Background: an optimization exercise with open tools, aiming at small area, a short achievable clock period and few clock cycles. Do not read the settings as production practice.
Where RTL was checked, it was by simulation tests only, not by an equivalence proof against the original.

==> flow/design.v (excerpt) <==
module posit_top#(
  parameter posit_width = 16,  
  parameter es = 1  
)(
  input clk,
  input reset,
  input start,
  input [1:0] opcode,  
  input [posit_width - 1 : 0] a, b,
  output reg done,
  output zero,
  output [posit_width - 1 : 0] result
);
wire [14:0] div_n, div_d;
wire enc_sign, nar, muldiv_zero, add_zero;
wire [5:0] enc_sf;
wire [13:0] enc_m;
reg busy1, busy2, busy3;
reg [14:0] r_reg, d_reg;
reg [13:0] q_reg;
reg sign_reg, nar_reg, mdz_reg, addz_reg;
reg [5:0] sf_reg;
reg [13:0] m_reg;
wire [5:0] sf_out = sf_reg + {5'd0, m_reg[13]};
wire [11:0] f_out = m_reg[13] ? m_reg[12:1] : m_reg[11:0];
wire [15:0] enc_ans;
posit_encoder enc (.sign(sign_reg), .sf(sf_out), .f(f_out), .ans(enc_ans));
assign result = nar_reg ? 16'h8000 : (mdz_reg | addz_reg) ? 16'h0000 : enc_ans;
assign zero = addz_reg | (~mdz_reg & sf_out[5] & (sf_out[4:2] == 3'b000));
wire [14:0] r4, r5;
wire [13:0] q4, q5;
divider #(.STEPS(4)) div_b4 (.r_in(r_reg), .q_in(q_reg), .d(d_reg), .r_out(r4), .q_out(q4));
divider #(.STEPS(1)) div_b1 (.r_in(r4), .q_in(q4), .d(d_reg), .r_out(r5), .q_out(q5));
posit_arithmetic_operator core (
  .opcode(opcode), .a(a), .b(b), .div_q(q4),
  .div_n(div_n), .div_d(div_d),
  .enc_sign(enc_sign), .enc_sf(enc_sf), .enc_m(enc_m),
  .nar(nar), .muldiv_zero(muldiv_zero), .add_zero(add_zero)
);
wire start_div = start & opcode[1] & opcode[0];
always @(posedge clk or posedge reset) begin
  if (reset) begin
    done <= 1'b0;
    busy1 <= 1'b0;
    busy2 <= 1'b0;
    busy3 <= 1'b0;
  end else begin
    done <= (start & ~start_div) | busy3;
    busy1 <= start_div;
    busy2 <= busy1;
    busy3 <= busy2;
  end
end
always @(posedge clk) begin
  sign_reg <= enc_sign;
  sf_reg <= enc_sf;
  m_reg <= enc_m;
  nar_reg <= nar;
  mdz_reg <= muldiv_zero;
  addz_reg <= add_zero;
  r_reg <= (busy1 | busy2) ? r5 : div_n;
  q_reg <= (busy1 | busy2) ? q5 : 14'd0;
  d_reg <= div_d;
end
endmodule
==> flow/config.mk <==
export PLATFORM = sky130hd
export DESIGN_NAME = posit_top
export DESIGN_NICKNAME = posit_top
export VERILOG_FILES = /design/flow/design.v
export SDC_FILE = /design/flow/constraint.sdc
export NUM_CORES = 4
export LEC_CHECK = 0
export ABC_AREA = 1
export CAP_MARGIN = 20
export CORE_MARGIN = 2
export CORE_UTILIZATION = 55
export SETUP_SLACK_MARGIN = 1.25
export SLEW_MARGIN = 20
export TNS_END_PERCENT = 5
==> flow/constraint.sdc <==
create_clock -name core_clock -period 10.5 [get_ports {clk}]
set_input_delay 2.1000 -clock core_clock [delete_from_list [all_inputs] [get_ports {clk}]]
set_output_delay 2.1000 -clock core_clock [all_outputs]
set_load 0.01 [all_outputs]
standard.sh (not shown) runs the stock make flow with config.mk's settings and CLKGATE_MAP_FILE= SYNTH_SCRIPT=/design/flow/synth_recipe.tcl, a recipe that flattens the netlist after the stock synthesis.
==> flow/flow/run.sh <==
#!/bin/bash
# Layout flow: the standard layout (standard.sh), with one synthesis
# setting changed: ADDER_MAP_FILE is left empty, so Yosys does not extract
# full/half adders into sky130 fa/ha cells and ABC maps the arithmetic into
# ordinary gates (faster carry paths). Everything else, including the
# registers the synthesis makes, is the standard flow's.
set -euo pipefail
cd "$(dirname "$0")/.."
sed 's/CLKGATE_MAP_FILE= /CLKGATE_MAP_FILE= ADDER_MAP_FILE= /' standard.sh > standard_noadder.sh
grep -q 'ADDER_MAP_FILE= ' standard_noadder.sh
bash standard_noadder.sh > flow_orfs.log 2>&1 || { tail -50 flow_orfs.log; exit 1; }
test -f out/final.def
The first run went through all stages and came out clean.
Next try:
Settings changed: CORE_UTILIZATION 55 to 65, SETUP_SLACK_MARGIN 1.25 to 1.0.
Outcome: Register-to-register slack gets worse by 0.09 ns. Routed wire length went down by 3.5%. Via count went up by 0.34%. First-iteration DRC count went up by 16%. Global-route usage went up by 5.3 points. Clock skew stays flat. Maximum frequency went down by 2.9%. Cell area went down by 3.3%.
No functional check of the RTL was part of any run of this note.

---

Setup of cedar:
posit_top, a different RTL version from the one above (not shown whole).
Size: roughly 4200 cells after synthesis, about 67 flip-flops, roughly 55 I/O pins.
==> flow/config.mk <==
export PLATFORM = sky130hd
export DESIGN_NAME = posit_top
export DESIGN_NICKNAME = posit_top
export VERILOG_FILES = /design/flow/design.v
export SDC_FILE = /design/flow/constraint.sdc
export NUM_CORES = 4
export LEC_CHECK = 0
export ABC_AREA = 1
export CAP_MARGIN = 20
export CORE_MARGIN = 2
export CORE_UTILIZATION = 62
export SETUP_SLACK_MARGIN = 2.0
export SLEW_MARGIN = 20
export TNS_END_PERCENT = 5
==> flow/constraint.sdc <==
create_clock -name core_clock -period 10.5 [get_ports {clk}]
set_input_delay 2.1000 -clock core_clock [delete_from_list [all_inputs] [get_ports {clk}]]
set_output_delay 2.1000 -clock core_clock [all_outputs]
set_load 0.01 [all_outputs]
==> flow/flow/run.sh <==
#!/bin/bash
# Layout flow: the standard layout (standard.sh) with two settings
# changed on its make command line:
#  - ADDER_MAP_FILE is left empty, so Yosys does not extract full/half adders
#    into sky130 fa/ha cells and ABC maps the arithmetic into ordinary gates
#    (faster carry paths);
#  - BUFFER_PORTS_ARGS makes the port buffers (every input and output port
#    still gets one) sky130_fd_sc_hd__buf_4 cells instead of the default
#    delay cells.
# Everything else, including the registers the synthesis makes, is the
# standard flow's. The ORFS output goes to flow_orfs.log.
set -euo pipefail
cd "$(dirname "$0")/.."
sed "s/CLKGATE_MAP_FILE= /CLKGATE_MAP_FILE= ADDER_MAP_FILE= 'BUFFER_PORTS_ARGS=-buffer_cell sky130_fd_sc_hd__buf_4' /" standard.sh > standard_own.sh
grep -q 'ADDER_MAP_FILE= ' standard_own.sh
bash standard_own.sh > flow_orfs.log 2>&1 || { tail -50 flow_orfs.log; exit 1; }
test -f out/final.def
cedar went all the way through synthesis, placement and routing and the layout is clean on timing, DRC and antenna.
Testbench counts of cedar, summed over its fixed seeds: cycles 46,265.
What birch does differently from cedar at the input level:
Settings: changing CORE_UTILIZATION from 62 to 55; changing SETUP_SLACK_MARGIN from 2.0 to 2.5.
--- outcome ---
- Timing, DRC, antenna: 0 failures across birch and cedar
- Compared with cedar, birch ends up with more cell area.
- Combined area of all synthesized cells: birch vs cedar identical
- Looking at maximum frequency, birch sits 3.3% higher than cedar does.

---

posit_top, a different RTL version from the one above (not shown whole).
Size: roughly 4600 cells after synthesis, ~0.023 mm^2 of cells after synthesis.
## posit_top
module posit_top#(
  parameter posit_width = 16,  
  parameter es = 1  
)(
  input clk,
  input reset,
  input start,
  input [1:0] opcode,  
  input [posit_width - 1 : 0] a, b,
  output reg done,
  output zero,
  output [posit_width - 1 : 0] result
);
Settings: LEC_CHECK=0, ABC_AREA=1, CAP_MARGIN=20, CORE_MARGIN=2, CORE_UTILIZATION=55, SETUP_SLACK_MARGIN=2.5, SLEW_MARGIN=20, TNS_END_PERCENT=5; clock period 10.5 ns.
==> flow/flow/run.sh <==
#!/bin/bash
# Layout flow: the standard layout (standard.sh), with one synthesis
# setting changed: ADDER_MAP_FILE is left empty, so Yosys does not extract
# full/half adders into sky130 fa/ha cells and ABC maps the arithmetic into
# ordinary gates (faster carry paths). Everything else, including the
# registers the synthesis makes, is the standard flow's.
set -euo pipefail
cd "$(dirname "$0")/.."
sed 's/CLKGATE_MAP_FILE= /CLKGATE_MAP_FILE= ADDER_MAP_FILE= /' standard.sh > standard_noadder.sh
grep -q 'ADDER_MAP_FILE= ' standard_noadder.sh
bash standard_noadder.sh > flow_orfs.log 2>&1 || { tail -50 flow_orfs.log; exit 1; }
test -f out/final.def
The first run ran to the end with no violations.
Next try:
Settings changed: SETUP_SLACK_MARGIN 2.5 to 1.5.
What happened:
- The changed run passed the timing, DRC and antenna checks
- final cell count decreases by 3.0%
- routed wire length decreases by 7.1%
- global-route usage decreases by 0.81 points
- worst hold slack stays flat
- flip-flop and latch count does not change
- die area is unchanged
Next try:
Settings changed: CORE_UTILIZATION 55 to 40.
Setup slack gets better by 110 ps.
Worst hold slack gets worse by 8.0 ps.
Final cell count rose by a few percent.
Count of clock-buffer cells in the layout rose by 1.
Wire length rose by a few percent.
Critical path depth rose by 5.
Non-clock buffer count rose by 17.
Next try:
==> flow/flow/run.sh (replaced) <==
#!/bin/bash
# Layout flow: the standard layout (standard.sh) with two settings
# changed on its make command line:
#  - ADDER_MAP_FILE is left empty, so Yosys does not extract full/half adders
#    into sky130 fa/ha cells and ABC maps the arithmetic into ordinary gates
#    (faster carry paths);
#  - BUFFER_PORTS_ARGS makes the port buffers (every input and output port
#    still gets one) sky130_fd_sc_hd__buf_4 cells instead of the default
#    delay cells.
# Everything else, including the registers the synthesis makes, is the
# standard flow's. The ORFS output goes to flow_orfs.log.
set -euo pipefail
cd "$(dirname "$0")/.."
sed "s/CLKGATE_MAP_FILE= /CLKGATE_MAP_FILE= ADDER_MAP_FILE= 'BUFFER_PORTS_ARGS=-buffer_cell sky130_fd_sc_hd__buf_4' /" standard.sh > standard_own.sh
grep -q 'ADDER_MAP_FILE= ' standard_own.sh
bash standard_own.sh > flow_orfs.log 2>&1 || { tail -50 flow_orfs.log; exit 1; }
test -f out/final.def
Settings changed: CORE_UTILIZATION 40 to 55, SETUP_SLACK_MARGIN 1.5 to 2.5.
Result: Design area goes up by about 14%; final cell count drops by about 1%; global-route usage increases by 9.8 points; setup slack gains 580 ps.
Function was not checked in any run of this note: the RTL went through the layout flow alone.

---

posit_top with an RTL version that a note above also has.
Size in the first run: ~4200 cells after synthesis, ~67 flip-flops, ~55 I/O pins, roughly 0.020 mm2 of cells after synthesis.
Design posit_top, start of the top module:
module posit_top#(
  parameter posit_width = 16,  
  parameter es = 1  
)(
  input clk,
  input reset,
  input start,
  input [1:0] opcode,  
  input [posit_width - 1 : 0] a, b,
  output reg done,
  output zero,
  output [posit_width - 1 : 0] result
);
clock: 10.5 ns
lec_check: 0
abc_area: 1
cap_margin: 20
core_margin: 2
core_utilization: 55
setup_slack_margin: 2.25
slew_margin: 20
tns_end_percent: 5
==> flow/flow/run.sh <==
#!/bin/bash
# Layout flow: the standard layout (standard.sh) with two settings
# changed on its make command line:
#  - ADDER_MAP_FILE is left empty, so Yosys does not extract full/half adders
#    into sky130 fa/ha cells and ABC maps the arithmetic into ordinary gates
#    (faster carry paths);
#  - BUFFER_PORTS_ARGS makes the port buffers (every input and output port
#    still gets one) sky130_fd_sc_hd__buf_4 cells instead of the default
#    delay cells.
# Everything else, including the registers the synthesis makes, is the
# standard flow's. The ORFS output goes to flow_orfs.log.
set -euo pipefail
cd "$(dirname "$0")/.."
sed "s/CLKGATE_MAP_FILE= /CLKGATE_MAP_FILE= ADDER_MAP_FILE= 'BUFFER_PORTS_ARGS=-buffer_cell sky130_fd_sc_hd__buf_4' /" standard.sh > standard_own.sh
grep -q 'ADDER_MAP_FILE= ' standard_own.sh
bash standard_own.sh > flow_orfs.log 2>&1 || { tail -50 flow_orfs.log; exit 1; }
test -f out/final.def
The baseline finished with timing, DRC and antenna clean.
Testbench counts at the start, summed over its fixed seeds: cycles 46,265.
Edit:
--- a/flow/config.mk
+++ b/flow/config.mk
@@ -11,3 +11,3 @@
 export CORE_UTILIZATION = 55
-export SETUP_SLACK_MARGIN = 2.25
+export SETUP_SLACK_MARGIN = 2.0
 export SLEW_MARGIN = 20
=> The changed run completed with no timing, DRC or antenna violations. Setup slack is worse by 0.15 ns. Wire length came out lower by a few percent. Via count came out lower slightly. Sequential share of layout area came out higher by 0.19 points. Non-clock buffer count came out lower by 28. Core utilization came out lower by 2.0 points. Die area does not change.
Edit:
--- a/flow/config.mk
+++ b/flow/config.mk
@@ -11,3 +11,3 @@
 export CORE_UTILIZATION = 55
-export SETUP_SLACK_MARGIN = 2.0
+export SETUP_SLACK_MARGIN = 1.5
 export SLEW_MARGIN = 20
Via count went down by a few percent.
First-iteration DRC count went down by a little under a tenth.
Critical path depth does not change.
Worst hold slack is about the same.
Final cell count went down slightly.
Maximum frequency went down by a few percent.
Area after synthesis stays the same.
Die area does not change.
Clock skew barely changes.
Edit:
--- a/flow/config.mk
+++ b/flow/config.mk
@@ -11,4 +11,4 @@
 export CORE_UTILIZATION = 55
-export SETUP_SLACK_MARGIN = 1.5
+export SETUP_SLACK_MARGIN = 2.0
 export SLEW_MARGIN = 20
-export TNS_END_PERCENT = 5
+export TNS_END_PERCENT = 0
Via count came out higher by a few percent. Register-to-register slack is better by 0.53 ns. Core utilization came out higher by 3.1 points. Routed wire length came out higher by a few percent. Cell count came out higher slightly. Cell area came out higher by a few percent. Count of clock-buffer cells in the layout stays the same.
Edit:
==> flow/flow/run.sh (replaced) <==
#!/bin/bash
# Layout flow: the standard layout (standard.sh), with one synthesis
# setting changed: ADDER_MAP_FILE is left empty, so Yosys does not extract
# full/half adders into sky130 fa/ha cells and ABC maps the arithmetic into
# ordinary gates (faster carry paths). Everything else, including the
# registers the synthesis makes, is the standard flow's.
set -euo pipefail
cd "$(dirname "$0")/.."
sed 's/CLKGATE_MAP_FILE= /CLKGATE_MAP_FILE= ADDER_MAP_FILE= /' standard.sh > standard_noadder.sh
grep -q 'ADDER_MAP_FILE= ' standard_noadder.sh
bash standard_noadder.sh > flow_orfs.log 2>&1 || { tail -50 flow_orfs.log; exit 1; }
test -f out/final.def
--- a/flow/config.mk
+++ b/flow/config.mk
@@ -11,4 +11,4 @@
 export CORE_UTILIZATION = 55
-export SETUP_SLACK_MARGIN = 2.0
+export SETUP_SLACK_MARGIN = 1.5
 export SLEW_MARGIN = 20
-export TNS_END_PERCENT = 0
+export TNS_END_PERCENT = 5
Result: The new run produced a clean layout. Fmax falls by a few percent. Area after synthesis does not change. Utilization falls by 1.5 points. Flip-flop and latch count stays the same. Clock skew hardly moves. Routed wire length drops slightly. Cell area fell by a few percent. First-iteration DRC count falls by a few percent.

==> static timing again, ports no longer ideal <==
The flow's constraints put no driver on any port. The routed layouts listed below were extracted and timed again, unchanged, in two steps. Step 1, drivers: a clkbuf_16 drives clk and a buf_2 each remaining input, both assumed. Step 2 moves the port delays by t, midway between the first and last clock arrival at a register: inputs arrive t later, outputs are due t later. That takes back most of the time a late clock gives input paths. Three values: no drivers, after step 1, after step 2; two values: the first two.
run | t, ns | setup slack, ns | worst data-port slew with drivers (ns)
the first run of note 1 | 0.396 | 1.665 / 1.694 / 1.298 | 0.03
the second run of note 1 | 0.394 | 1.400 / 1.428 / 1.034 | 0.03
cedar | 0.389 | 2.421 / 2.391 / 2.059 | 0.12
birch | 0.390 | 2.682 / 2.704 / 2.317 | 0.07
the first run of note 3 | 0.396 | 2.282 / 2.303 / 1.907 | 0.05
the second run of note 3 | 0.402 | 1.857 / 1.887 / 1.484 | 0.05
the third run of note 3 | 0.403 | 1.963 / 1.997 / 1.595 | 0.05
the fourth run of note 3 | 0.407 | 2.546 / 2.579 / 2.172 | 0.04
the first run of note 4 | 0.394 | 2.604 / 2.555 / 2.281 | 0.07
the second run of note 4 | 0.394 | 2.451 / 2.451 / 2.114 | 0.07
the third run of note 4 | 0.392 | 1.904 / 1.904 / 1.783 | 0.07
the fourth run of note 4 | 0.393 | 2.436 / 2.436 / 2.153 | 0.06
the fifth run of note 4 | 0.390 | 1.982 / 1.993 / 1.622 | 0.04
After both steps setup and hold are still met in every run listed. The setup slack of the first run of note 3, which loses most, moves by +0.021 ns with the drivers and by -0.375 ns with both steps.
